From an optimization exercise on the open Yosys and OpenROAD flow, aimed at small area; shortcuts taken in it are not production practice. The RTL was checked by simulation tests, not by an equivalence proof against the original design. No activity file was given, so power comes from the tool's default toggle rates.

== job 101 ==
## top_module
module top_module(
	input wire floor1_btn,
	input wire floor2_btn,
	input wire floor3_btn,
	input wire floor4_btn,
	output reg floor1_led,
	output reg floor2_led,
	output reg floor3_led,
	output reg floor4_led,
	output reg door_open_led,
	output reg door_close_led,
	input wire door_open_sw,
	input wire door_close_sw,
	input clk,
	input wire rst,
	output reg [10:0] display_floor,
	input wire call_btn,
	output reg call_led1,
	output reg call_led2,
	input wire out1_up_sw,
	input wire out2_up_sw,
	input wire out2_down_sw,
	input wire out3_up_sw,
	input wire out3_down_sw,
	input wire out4_down_sw,
	output reg out1_up_led,
	output reg out2_up_led,
	output reg out2_down_led,
	output reg out3_up_led,
	output reg out3_down_led,
	output reg out4_down_led,
	input wire led_out_test_sw
    );
Settings: LEC_CHECK=0, CAP_MARGIN=20, CORE_MARGIN=2, CORE_UTILIZATION=40, SLEW_MARGIN=20; clock period 10.0 ns.
standard.sh (not shown) runs the stock make flow with config.mk's settings and CLKGATE_MAP_FILE= SYNTH_SCRIPT=/design/flow/synth_recipe.tcl, a recipe that flattens the netlist after the stock synthesis.
==> flow/flow/run.sh <==
#!/bin/bash
# The standard ORFS layout (standard.sh) with three changes:
#  - synthesis maps the logic with an area-oriented ABC script (synth_area.tcl,
#    area.abc); yosys's steps, registers and names are those of synth_recipe.tcl
#  - ports are buffered with the smallest buffer
#  - clock tree: 8x clock buffers, no dummy loads
# Each tool's output is in orfs/logs/; make's output in standard.log.
F=$PWD/flow
bash standard.sh \
  SYNTH_SCRIPT=$F/synth_area.tcl AREA_ABC_SCRIPT=$F/area.abc \
  BUFFER_PORTS_ARGS="-buffer_cell sky130_fd_sc_hd__buf_1" \
  CTS_ARGS="-sink_clustering_enable -repair_clock_nets -dont_use_dummy_load -buf_list sky130_fd_sc_hd__clkbuf_8" \
  ${EXTRA_MAKE_ARGS:-} finish > standard.log 2>&1
==> flow/flow/area.abc <==
strash
&get -n
&deepsyn -T 120
&put
dch -f
amap
topo
==> flow/flow/synth_area.tcl <==
# synth_recipe.tcl with an area-oriented ABC mapping in place of ORFS's
# delay-oriented one: the same yosys steps, registers and names; only the
# combinational logic between the registers is mapped differently.
proc synth {args} { yosys synth -nofsm -noshare {*}$args }
proc abc {args} {
  puts "area ABC script: $::env(AREA_ABC_SCRIPT)"
  set out {}
  set skip 0
  foreach a $args {
    if { $skip } { set skip 0; continue }
    if { $a eq "-script" || $a eq "-D" || $a eq "-constr" } { set skip 1; continue }
    lappend out $a
  }
  yosys abc -script $::env(AREA_ABC_SCRIPT) {*}$out
}
source $::env(SCRIPTS_DIR)/synth.tcl
# left out here: clear keep_hierarchy, flatten, clean up, hide names made inside functions, write 1_2_yosys.v
Modified inputs, job 102 compared to job 101
diff --git a/flow/flow/run.sh b/flow/flow/run.sh
--- a/flow/flow/run.sh
+++ b/flow/flow/run.sh
@@ -12 +12 @@
-  CTS_ARGS="-sink_clustering_enable -repair_clock_nets -dont_use_dummy_load -buf_list sky130_fd_sc_hd__clkbuf_8" \
+  CTS_ARGS="-sink_clustering_enable -repair_clock_nets -dont_use_dummy_load -buf_list sky130_fd_sc_hd__clkbuf_8 -sink_clustering_size 25" \
==> flow/flow/area.abc <==
strash
&get -n
&deepsyn -T 30
&put
dch -f
amap
topo
Notes after the runs:
Delta (job 102 minus job 101): cell count lower, pin count of the biggest net entering global routing higher, peak clock frequency supported by timing higher.
### job 102 -> job 103
- CORE_UTILIZATION: 40 -> 65
diff --git a/flow/flow/run.sh b/flow/flow/run.sh
--- a/flow/flow/run.sh
+++ b/flow/flow/run.sh
@@ -12 +12 @@
-  CTS_ARGS="-sink_clustering_enable -repair_clock_nets -dont_use_dummy_load -buf_list sky130_fd_sc_hd__clkbuf_8 -sink_clustering_size 25" \
+  CTS_ARGS="-sink_clustering_enable -repair_clock_nets -dont_use_dummy_load -buf_list sky130_fd_sc_hd__clkbuf_8" \
==> notes.md <==
Result for job 102 and job 103: all clean
Fraction of area in multi-input gates, job 102 and job 103: larger value in job 103
Going from job 102 to job 103, mean routed wirelength per cell higher; clock power barely changed; overall die area lost about 37%; number of tap instances dropped about 43%.
Comparing job 102 and job 103, the lower synthesized netlist net count is on job 102.
Against job 102 as the reference, job 103 delivers a higher total power.
Job 103 vs. job 102: final cell area excluding filler cells went down by 1.1%.
What job 104 does differently from job 103 at the input level:
- CORE_UTILIZATION: 65 -> 40
diff --git a/flow/flow/run.sh b/flow/flow/run.sh
--- a/flow/flow/run.sh
+++ b/flow/flow/run.sh
@@ -12 +12 @@
-  CTS_ARGS="-sink_clustering_enable -repair_clock_nets -dont_use_dummy_load -buf_list sky130_fd_sc_hd__clkbuf_8" \
+  CTS_ARGS="-sink_clustering_enable -repair_clock_nets -dont_use_dummy_load -buf_list \"sky130_fd_sc_hd__clkbuf_4 sky130_fd_sc_hd__clkbuf_8\"" \
### Flow results
Tool error STA-0564 stopped job 104 during 4_1_cts; no final results. Diff job 103 -> job 104 | final weighted congestion in routability-driven placement | down by a few percent. Diff job 103 -> job 104: fraction of the mapped netlist area in simple logic gates shrank by 0.46 points, synthesized cell count has decreased, mean post-synth cell area roughly the same, die extent in x shows an increase of about 26%, number of instances in the placed design went up by 57. | minimum setup slack after placement | job 104 vs job 103 | 57 ps lower |. Compared with job 103, job 104 shows overall die height that has gone up by more than a quarter. Between job 104 and job 103, it is job 104 whose number of core rows is higher, by 8.
For job 105, these inputs were changed with respect to job 104:
==> flow/flow/run.sh <==
#!/bin/bash
# The standard ORFS layout (standard.sh) with three changes:
#  - synthesis maps the logic with an area-oriented ABC script (synth_area.tcl),
#    best of a few &deepsyn seeds, and leaves adders to ABC (no half-adder
#    extraction); yosys's steps, registers and names are those of
#    synth_recipe.tcl
#  - ports are buffered with the smallest buffer
#  - clock tree: 8x clock buffers, no dummy loads
# Each tool's output is in orfs/logs/; make's output in standard.log.
F=$PWD/flow
bash standard.sh \
  SYNTH_SCRIPT=$F/synth_area.tcl AREA_ABC_SEEDS=8 AREA_ABC_SECS=30 ADDER_MAP_FILE= \
  BUFFER_PORTS_ARGS="-buffer_cell sky130_fd_sc_hd__buf_1" \
  CTS_ARGS="-sink_clustering_enable -repair_clock_nets -dont_use_dummy_load -buf_list sky130_fd_sc_hd__clkbuf_8" \
  ${EXTRA_MAKE_ARGS:-} finish > standard.log 2>&1
diff --git a/flow/flow/synth_area.tcl b/flow/flow/synth_area.tcl
--- a/flow/flow/synth_area.tcl
+++ b/flow/flow/synth_area.tcl
@@ -3,0 +4,2 @@
+# The mapping tries a few seeds of ABC's &deepsyn and keeps the netlist with
+# the smallest cell area.
@@ -6 +7,0 @@
-  puts "area ABC script: $::env(AREA_ABC_SCRIPT)"
@@ -7,0 +9 @@
+  set libs {}
@@ -8,0 +11 @@
+  set prev ""
@@ -10 +13 @@
-    if { $skip } { set skip 0; continue }
+    if { $skip } { set skip 0; set prev $a; continue }
@@ -11,0 +15 @@
+    if { $prev eq "-liberty" } { lappend libs -liberty $a }
@@ -12,0 +17 @@
+    set prev $a
@@ -14 +19,25 @@
-  yosys abc -script $::env(AREA_ABC_SCRIPT) {*}$out
+  set seeds [expr { [info exists ::env(AREA_ABC_SEEDS)] ? $::env(AREA_ABC_SEEDS) : 4 }]
+  set secs [expr { [info exists ::env(AREA_ABC_SECS)] ? $::env(AREA_ABC_SECS) : 30 }]
+  yosys design -save pre_abc
+  set best -1
+  for { set s 0 } { $s < $seeds } { incr s } {
+    yosys design -load pre_abc
+    set f $::env(OBJECTS_DIR)/area_$s.abc
+    set fh [open $f w]
+    puts $fh "strash\n&get -n\n&deepsyn -S $s -T $secs\n&put\ndch -f\namap\ntopo"
+    close $fh
+    yosys abc -script $f {*}$out
+    set rpt $::env(OBJECTS_DIR)/area_$s.txt
+    yosys tee -q -o $rpt stat {*}$libs
+    set fh [open $rpt r]
+    set txt [read $fh]
+    close $fh
+    regexp {Chip area for module '[^']*': ([0-9.]+)} $txt -> area
+    puts "area ABC seed $s: $area"
+    if { $best < 0 || $area < $best } {
+      set best $area
+      yosys design -save best_abc
+    }
+  }
+  yosys design -load best_abc
+  puts "area ABC best: $best"
removed: flow/flow/area.abc
--- outcome ---
Across job 104 and job 105, a clean result was obtained everywhere but in job 104.
What ended job 104 was a tool error in 4_1_cts; the run never finished.
[job 105 vs job 104] synthesized net count: lower in job 105
Unique cell type count in the Yosys netlist was lower in the run labelled job 105.
Average footprint of a synthesized cell sits higher in job 105 than in job 104.

## afterwards: timing with drivers on the ports
The flow's constraints put no driver on any port. The routed layouts listed below were extracted and timed again, unchanged, in two steps.
Step 1: set_driving_cell puts a clkbuf_16 on clk and a buf_2 on each other input, an assumption about the parent block.
Step 2 moves the port delays by t, midway between the first and last clock arrival at a register: inputs arrive t later, outputs are due t later. That takes back most of the time a late clock gives input paths.
a / b / c = ideal ports / drivers / drivers and shift; a / b = the first two.
run | shift t [ns] | setup WS [ns] | latest minus earliest clock arrival (ns) | slew at the worst register clock pin (ns) | pins driven straight from the clock port
job 101 | 0.388 | 5.212 / 5.177 / 5.565 | 0.029 / 0.029 | 0.09 / 0.09 | 1
job 102 | 0.381 | 5.272 / 5.242 / 5.623 | 0.023 / 0.024 | 0.09 / 0.09 | 1
job 103 | 0.383 | 5.497 / 5.466 / 5.728 | 0.036 / 0.036 | 0.10 / 0.10 | 1
job 105 | 0.387 | 5.779 / 5.747 / 6.133 | 0.032 / 0.031 | 0.10 / 0.10 | 1
After both steps setup and hold are still met in every run listed.
